From an optimization exercise on the open Yosys and OpenROAD flow, aimed at small area and few clock cycles; shortcuts taken in it are not production practice.
The RTL was checked by simulation tests, not by an equivalence proof against the original design.
Power and IR drop assume default switching activity.

## xenon
==> flow/design.v <==
`timescale 1ns / 1ps
module ad9958_buffer(
    input         clock,
    input         load,
    input         load_amp,
    input  [31:0] ftw_ch0,
    input  [31:0] ftw_ch1,
    input  [9:0]  asf_ch0,
    input  [9:0]  asf_ch1,
    input  [3:0]  slot,
    output [3:0]  nibble
);
   reg [63:0] buf_r;
   always @(posedge clock) begin
      if (load) begin
         buf_r[63:42] <= ftw_ch0[31:10];
         buf_r[31:10] <= ftw_ch1[31:10];
         buf_r[41:32] <= load_amp ? asf_ch0 : ftw_ch0[9:0];
         buf_r[9:0]   <= load_amp ? asf_ch1 : ftw_ch1[9:0];
      end
   end
   assign nibble = buf_r[{~slot, 2'b00} +: 4];
endmodule
`timescale 1ns / 1ps
module ad9958_master(
    input         clock,
    input         reset_n,
    output        cs,
    output        sclk,
    output [3:0]  sdio,
    output        master_reset,
    output        io_update,
    input  [31:0] ftw_ch0,
    input  [31:0] ftw_ch1,
    input  [9:0]  asf_ch0,
    input  [9:0]  asf_ch1
);
   assign cs = 1'b0;
   assign master_reset = 1'b0;
   reg        sclk_r;
   reg [3:0]  n;
   reg [1:0]  st;
   reg        ch;
   reg        amp;
   wire last     = &n;
   wire need_iou = ch | st[1];
   wire to_iou   = sclk_r & last & need_iou;
   wire restart  = (n[3:1] == 3'd0) | (last & ~need_iou);
   wire [3:0] start = (st == 2'd0) ? 4'd2 : 4'd8;
   always @(posedge clock) begin
      if (~reset_n) begin
         sclk_r <= 1'b1;
         n      <= 4'd1;
         st     <= 2'd1;
         ch     <= 1'b0;
      end else if (~sclk_r) begin
         sclk_r <= 1'b1;
      end else begin
         sclk_r <= to_iou;
         if (restart)
            n <= start;
         else if (st == 2'd0 & amp & n == 4'd7)
            n <= 4'd12;
         else
            n <= n + 4'd1;
         if (last) begin
            ch <= ~ch;
            if (st != 2'd0 & (st != 2'd1 | ch))
               st <= st + 2'd1;
            if (st == 2'd3)
               amp <= 1'b0;
            else if (ch)
               amp <= ~amp;
         end
      end
   end
   wire [3:0] data_nib;
   ad9958_buffer data_buf(
      .clock(clock), .load(to_iou), .load_amp((st == 2'd0) & ~amp),
      .ftw_ch0(ftw_ch0), .ftw_ch1(ftw_ch1), .asf_ch0(asf_ch0), .asf_ch1(asf_ch1),
      .slot({ch, n[2:0]}), .nibble(data_nib));
   reg [3:0] sdio_c;
   always @(*) begin
      case (st)
        2'd1: sdio_c = {3'b000, ch & ((n == 4'd8) | (n == 4'd9) | (n == 4'd13) | (n == 4'd14))};
        2'd2: sdio_c = (n[2:0] == 3'd1) ? 4'h1 : (n[2:0] == 3'd2) ? 4'hA :
                       (n[2:0] == 3'd3) ? 4'h8 : 4'h0;
        2'd3: sdio_c = (n[2:0] == 3'd1) ? 4'h3 : (n[2:0] == 3'd5) ? 4'h1 : 4'h0;
        default:
          case (n)
            4'd4:  sdio_c = ch ? 4'h8 : 4'h4;
            4'd5:  sdio_c = 4'h6;
            4'd7:  sdio_c = amp ? 4'h6 : 4'h4;
            4'd12: sdio_c = amp ? 4'h1 : data_nib;
            4'd13: sdio_c = amp ? {2'b00, data_nib[1:0]} : data_nib;
            default: sdio_c = n[3] ? data_nib : 4'h0;
          endcase
      endcase
   end
   assign sclk = sclk_r;
   assign sdio = sdio_c;
   assign io_update = sclk_r & (n == 4'd0);
endmodule
clock: 5.0 ns
lec_check: 0
cap_margin: 20
core_margin: 2
core_utilization: 40
gpl_timing_driven: 0
slew_margin: 20
standard.sh (not shown) runs the stock make flow with config.mk's settings and CLKGATE_MAP_FILE= SYNTH_SCRIPT=/design/flow/synth_recipe.tcl, a recipe that flattens the netlist after the stock synthesis.
==> flow/flow/run.sh <==
#!/bin/bash
# Standard layout with three changes: synthesis maps logic with an
# area-oriented ABC script and without the adder step (flow/synth.tcl,
# flow/area.abc), the port
# buffers are plain buf_1 cells, and clock tree
# synthesis adds no dummy loads.
set -euo pipefail
here=$(pwd)
bash standard.sh "SYNTH_SCRIPT=$here/flow/synth.tcl" \
  "ADDER_MAP_FILE=" \
  "CTS_ARGS=-sink_clustering_enable -repair_clock_nets -dont_use_dummy_load" \
  "BUFFER_PORTS_ARGS=-buffer_cell sky130_fd_sc_hd__buf_1" \
  finish > flow_make.log 2>&1
==> flow/flow/area.abc <==
strash
dc2
dc2
dch -f
amap
==> flow/flow/synth.tcl <==
set ::area_abc_script [file join [file dirname [file normalize [info script]]] area.abc]
proc synth {args} { yosys synth -nofsm -noshare {*}$args }
proc abc {args} {
  set i [lsearch -exact $args -script]
  if { $i >= 0 } { lset args [expr { $i + 1 }] $::area_abc_script }
  puts "abc script: $::area_abc_script"
  yosys abc {*}$args
}
source $::env(SCRIPTS_DIR)/synth.tcl
# left out here: clear keep_hierarchy, flatten, clean up, hide names made inside functions, write 1_2_yosys.v
xenon reached the end of the flow, and the finished layout is clean on the timing, DRC and antenna checks.
Testbench counts of xenon, summed over its fixed seeds: cycles 12,162.
Here is what was changed in the inputs of sierra compared with xenon.
Settings: GPL_TIMING_DRIVEN no longer set, was 0; CORE_UTILIZATION now 60, was 40.
Results
- Sequential fraction of design power | sierra above xenon
- Looking at starting density of the core, sierra sits 22 points higher than xenon does.
- Relative to xenon, final cell utilization of the core has gone up in sierra.
- Core outline area for sierra is lower than for xenon.
- Of sierra and xenon, the higher met3 usage belongs to sierra.
- The count of buffers not belonging to the clock network in the layout in sierra sits 1 below the value recorded for xenon.
- Smallest setup slack after layout is lower on xenon

// ad9958_master: RTL as listed in full above, without the edits since
clock: 5.0 ns
lec_check: 0
cap_margin: 20
core_margin: 2
core_utilization: 40
slew_margin: 20
==> flow/flow/run.sh <==
#!/bin/bash
# Standard layout with three changes: synthesis maps logic with an
# area-oriented ABC script and without the adder step (flow/synth.tcl,
# flow/area.abc), the port
# buffers are plain buf_1 cells, and clock tree
# synthesis adds no dummy loads.
set -euo pipefail
here=$(pwd)
bash standard.sh "SYNTH_SCRIPT=$here/flow/synth.tcl" \
  "ADDER_MAP_FILE=" \
  "CTS_ARGS=-repair_clock_nets -dont_use_dummy_load" \
  "BUFFER_PORTS_ARGS=-buffer_cell sky130_fd_sc_hd__buf_1" \
  finish > flow_make.log 2>&1
Scripts as last shown in full above: flow/flow/area.abc, flow/flow/synth.tcl
Testbench counts at the start, summed over its fixed seeds: cycles 12,162.
Change:
--- a/flow/flow/run.sh
+++ b/flow/flow/run.sh
@@ -10,3 +10,3 @@
   "ADDER_MAP_FILE=" \
-  "CTS_ARGS=-repair_clock_nets -dont_use_dummy_load" \
+  "CTS_ARGS=-sink_clustering_enable -repair_clock_nets -dont_use_dummy_load" \
   "BUFFER_PORTS_ARGS=-buffer_cell sky130_fd_sc_hd__buf_1" \
What happened: The changed run ran to the end with no violations. Global-route usage is unchanged. Setup slack does not change. Via count stays the same.
Change:
--- a/flow/flow/run.sh
+++ b/flow/flow/run.sh
@@ -10,3 +10,3 @@
   "ADDER_MAP_FILE=" \
-  "CTS_ARGS=-sink_clustering_enable -repair_clock_nets -dont_use_dummy_load" \
+  "CTS_ARGS=-sink_clustering_enable -repair_clock_nets -dont_use_dummy_load -buf_list sky130_fd_sc_hd__clkbuf_16" \
   "BUFFER_PORTS_ARGS=-buffer_cell sky130_fd_sc_hd__buf_1" \
Wire length is higher by 1.7%. Synthesized cell count does not change. Power is higher by 16%.
Change:
--- a/flow/flow/run.sh
+++ b/flow/flow/run.sh
@@ -10,3 +10,3 @@
   "ADDER_MAP_FILE=" \
-  "CTS_ARGS=-sink_clustering_enable -repair_clock_nets -dont_use_dummy_load -buf_list sky130_fd_sc_hd__clkbuf_16" \
+  "CTS_ARGS=-sink_clustering_enable -repair_clock_nets -dont_use_dummy_load" \
   "BUFFER_PORTS_ARGS=-buffer_cell sky130_fd_sc_hd__buf_1" \
Settings changed: CTS_BUF_LIST set to sky130_fd_sc_hd__clkbuf_16.
The changed run produced a clean layout.
Area after synthesis does not change.
First-iteration DRC count decreases by 16%.
Clock-buffer cell count does not change.
Die area stays the same.

separate check: timing with driven ports:
No port has a modelled driver above. Below, the same layouts with a new extraction and two added sets of constraints. Step 1 assumes that a clkbuf_16 drives the clock port and a buf_2 every other input. Step 2 adds t to the input delays and takes it off the output delays; t is the mean of the earliest and latest rising clock arrival at the registers after step 1. Input paths then give back, and output paths get back, about the clock's delay inside the block. Three values: ideal, step 1, step 2; two values: the first two.
| run | t (ns) | setup WS [ns] | hold slack, ns |
|---|---|---|---|
| xenon | 0.362 | 1.058 / 1.029 / 1.391 | 0.572 / 0.572 / 0.572 |
| sierra | 0.372 | 1.275 / 1.244 / 1.616 | 0.582 / 0.582 / 0.582 |
| the first run of note 2 | 0.362 | 1.161 / 1.132 / 1.494 | 0.595 / 0.595 / 0.595 |
| the second run of note 2 | 0.362 | 1.161 / 1.132 / 1.494 | 0.595 / 0.595 / 0.595 |
| the third run of note 2 | 0.358 | 1.091 / 1.055 / 1.413 | 0.590 / 0.590 / 0.590 |
| the fourth run of note 2 | 0.362 | 1.161 / 1.132 / 1.494 | 0.595 / 0.595 / 0.595 |
After both steps setup and hold are still met in every run listed.
